This design comes from an exercise in tuning for small area, a short achievable clock period and few clock cycles per item on the open sky130 flow, not from production work. Where RTL was checked, it was by simulation tests only, not by an equivalence proof against the original.

==> flow/design.v <==
module g_a22oi(input A1, A2, B1, B2, output Y);
    assign Y = (~A1&~B1) | (~A1&~B2) | (~A2&~B1) | (~A2&~B2);
endmodule
module g_clkinv(input A, output Y);
    assign Y = (~A);
endmodule
module g_nand2(input A, B, output Y);
    assign Y = (~A) | (~B);
endmodule
module g_nand2b(input A_N, B, output Y);
    assign Y = (A_N) | (~B);
endmodule
module g_nor2(input A, B, output Y);
    assign Y = (~A&~B);
endmodule
module g_o21ai(input A1, A2, B1, output Y);
    assign Y = (~A1&~A2) | (~B1);
endmodule
module g_o22a(input A1, A2, B1, B2, output X);
    assign X = (A1&B1) | (A2&B1) | (A1&B2) | (A2&B2);
endmodule
module g_o22ai(input A1, A2, B1, B2, output Y);
    assign Y = (~B1&~B2) | (~A1&~A2);
endmodule
module g_xor2(input A, B, output X);
    assign X = A ^ B;
endmodule
module NibbleSub(
    input [3:0] a,
    output [3:0] b
    );
    wire _00_, _01_, _02_, _03_, _04_, _05_, _06_, _07_, _08_, _09_, _10_, _11_, _12_, _13_;
    g_clkinv u0(.A(a[3]), .Y(_13_));
    g_nor2 u1(.A(_13_), .B(a[1]), .Y(_00_));
    g_clkinv u2(.A(_00_), .Y(_01_));
    g_clkinv u3(.A(a[0]), .Y(_02_));
    g_nand2 u4(.A(_02_), .B(a[2]), .Y(_03_));
    g_nand2 u5(.A(_13_), .B(a[1]), .Y(_04_));
    g_nor2 u6(.A(_02_), .B(_04_), .Y(_05_));
    g_nand2 u7(.A(_01_), .B(_03_), .Y(_06_));
    g_o22ai u8(.A1(_01_), .A2(_03_), .B1(_05_), .B2(_06_), .Y(b[2]));
    g_nand2b u9(.A_N(a[2]), .B(a[0]), .Y(_07_));
    g_o21ai u10(.A1(a[0]), .A2(_00_), .B1(_07_), .Y(_08_));
    g_a22oi u11(.A1(_04_), .A2(_08_), .B1(a[2]), .B2(_05_), .Y(b[0]));
    g_nand2 u12(.A(_04_), .B(_07_), .Y(_09_));
    g_o22ai u13(.A1(a[3]), .A2(a[2]), .B1(_02_), .B2(a[1]), .Y(_10_));
    g_o22a u14(.A1(a[3]), .A2(_07_), .B1(_09_), .B2(_10_), .X(b[3]));
    g_nand2 u15(.A(a[3]), .B(a[2]), .Y(_11_));
    g_nand2 u16(.A(_06_), .B(_11_), .Y(_12_));
    g_o21ai u17(.A1(_06_), .A2(_09_), .B1(_12_), .Y(b[1]));
endmodule
module key_generation(
    input  [15:0] k,
    input  [3:0]  r,
    output [15:0] p
    );
    wire [3:0] p4, p5, p6, p7, q23;
    g_xor2 x0[3:0] (.A(k[15:12]), .B(r),       .X(p4));
    g_xor2 x1[3:0] (.A(p4),       .B(k[11:8]), .X(p5));
    g_xor2 x2[3:0] (.A(p5),       .B(k[7:4]),  .X(p6));
    g_xor2 x3[3:0] (.A(k[7:4]),   .B(k[3:0]),  .X(q23));
    g_xor2 x4[3:0] (.A(p5),       .B(q23),     .X(p7));
    assign p = {p4, p5, p6, p7};
endmodule
module AES_datapath(
    input         load, busy, last,
    input  [15:0] s, t, p,
    input  [3:0]  sk,
    input  [15:0] data_input, input_vector, key,
    output [15:0] s_d, k_d
    );
    function [3:0] x2(input [3:0] a);
        x2 = {a[2:0], 1'b0} ^ {2'b00, a[3], a[3]};
    endfunction
    wire [3:0] u01 = x2(t[15:12] ^ t[11:8]) & {4{~last}};
    wire [3:0] u23 = x2(t[7:4] ^ t[3:0]) & {4{~last}};
    wire [15:0] m = t ^ {u01, u01, u23, u23};
    wire [15:0] kn = p ^ {4{sk}};
    wire        run = load | busy;
    assign k_d = (load ? key : kn) & {16{run}};
    wire [15:0] x = load ? (data_input ^ input_vector) : (busy ? m : s);
    assign s_d = x ^ k_d;
endmodule
module AES(
    input clk,nrst,load,
    input [15:0] data_input,input_vector,key,
    input  [3:0] round_number,
    output [15:0] data_output,
    output finish
    );
    reg [15:0] s, k;
    reg [3:0]  r;
    reg        last, busy, fin;
    wire [3:0] t0, t1, t2, t3;
    NibbleSub ns0(.a(s[15:12]), .b(t0));
    NibbleSub ns1(.a(s[3:0]),   .b(t1));
    NibbleSub ns2(.a(s[7:4]),   .b(t2));
    NibbleSub ns3(.a(s[11:8]),  .b(t3));
    wire [3:0] sk;
    NibbleSub ns4(.a(k[3:0]), .b(sk));
    wire [15:0] p;
    key_generation kp(.k(k), .r(r), .p(p));
    wire [15:0] s_d, k_d;
    AES_datapath dp(.load(load), .busy(busy), .last(last), .s(s), .t({t0, t1, t2, t3}), .sk(sk), .p(p),
                    .data_input(data_input), .input_vector(input_vector), .key(key),
                    .s_d(s_d), .k_d(k_d));
    wire [3:0]  r_d = load ? 4'd1 : r + 4'd1;
    always @(posedge clk) begin
        s    <= s_d;
        k    <= k_d;
        r    <= r_d;
        last <= (r_d == round_number);
    end
    always @(posedge clk or negedge nrst) begin
        if (!nrst) begin
            busy <= 1'b0;
            fin  <= 1'b0;
        end else if (load) begin
            busy <= 1'b1;
            fin  <= 1'b0;
        end else if (busy & last) begin
            busy <= 1'b0;
            fin  <= 1'b1;
        end
    end
    assign data_output = s;
    assign finish = fin;
endmodule
==> flow/config.mk <==
export PLATFORM = sky130hd
export DESIGN_NAME = AES
export DESIGN_NICKNAME = AES
export VERILOG_FILES = /design/flow/design.v
export SDC_FILE = /design/flow/constraint.sdc
export NUM_CORES = 4
export LEC_CHECK = 0
export CAP_MARGIN = 20
export CORE_MARGIN = 2
export CORE_UTILIZATION = 40
export CTS_BUF_LIST = sky130_fd_sc_hd__clkbuf_4
export SETUP_SLACK_MARGIN = 2.9
export SLEW_MARGIN = 20
export SYNTH_HIERARCHICAL = 1
export SYNTH_MINIMUM_KEEP_SIZE = 0
==> flow/constraint.sdc <==
create_clock -name core_clock -period 5.0 [get_ports {clk}]
set_input_delay 1.0000 -clock core_clock [delete_from_list [all_inputs] [get_ports {clk}]]
set_output_delay 1.0000 -clock core_clock [all_outputs]
set_load 0.01 [all_outputs]
standard.sh (not shown) runs the stock make flow with config.mk's settings and CLKGATE_MAP_FILE= SYNTH_SCRIPT=/design/flow/synth_recipe.tcl, a recipe that flattens the netlist after the stock synthesis.
==> flow/flow/run.sh <==
#!/bin/bash
# The standard layout (the standard.sh, standard synthesis included), with the
# ports buffered by plain buffers instead of the delay buffers buffer_ports picks.
set -euo pipefail
export BUFFER_PORTS_ARGS="-buffer_cell sky130_fd_sc_hd__buf_1"
bash standard.sh > standard.log 2>&1
The baseline ran to the end with no violations.
Testbench counts at the start, summed over its fixed seeds: cycles 1,935, items 192.
==> next run, changes <==
--- a/flow/design.v
+++ b/flow/design.v
@@ -104,7 +104,7 @@
     AES_datapath dp(.load(load), .busy(busy), .last(last), .s(s), .t({t0, t1, t2, t3}), .sk(sk), .p(p),
                     .data_input(data_input), .input_vector(input_vector), .key(key),
                     .s_d(s_d), .k_d(k_d));
-    wire [3:0]  r_d = load ? 4'd1 : r + 4'd1;
+    wire [3:0]  r_d = busy ? r + 4'd1 : 4'd1;
     always @(posedge clk) begin
         s    <= s_d;
         k    <= k_d;
Effect:
- The changed run went through all stages and came out clean
- via count increases by 1.4%
- wire length increases by 3.6%
- cell count increases by 3.3%
- synthesized cell count decreases by 0.58%
- area after synthesis increases by 0.67%
- cell area increases by 2.1%
- sequential cell count does not change
- clock skew is about the same
- global-route usage increases by 0.72 points
- non-clock buffer count increases by 1
- critical path depth stays the same
- worst setup slack degrades by 43 ps
Function not checked in the second run of this note: the RTL went through the layout flow alone.

## static timing again, ports no longer ideal
How much do the figures lean on ideal ports? The routed layouts below were timed once more, with nothing changed but the port constraints. Step 1, drivers: a clkbuf_16 drives clk and a buf_2 each remaining input, both assumed. Step 2, shift: input delay + t, output delay - t, t = (earliest + latest rising clock arrival at the registers) / 2. This alone moves slack from input paths to output paths. Three values: no drivers, after step 1, after step 2; two values: the first two.
run	t, ns	setup slack, ns	worst setup path at the end
the first run	0.360	3.000 / 2.997 / 2.712	input to register
the second run	0.361	2.957 / 2.957 / 2.699	input to register
After both steps setup and hold are still met in every run listed. The setup slack of the first run, which loses most, moves by -0.003 ns with the drivers and by -0.288 ns with both steps.
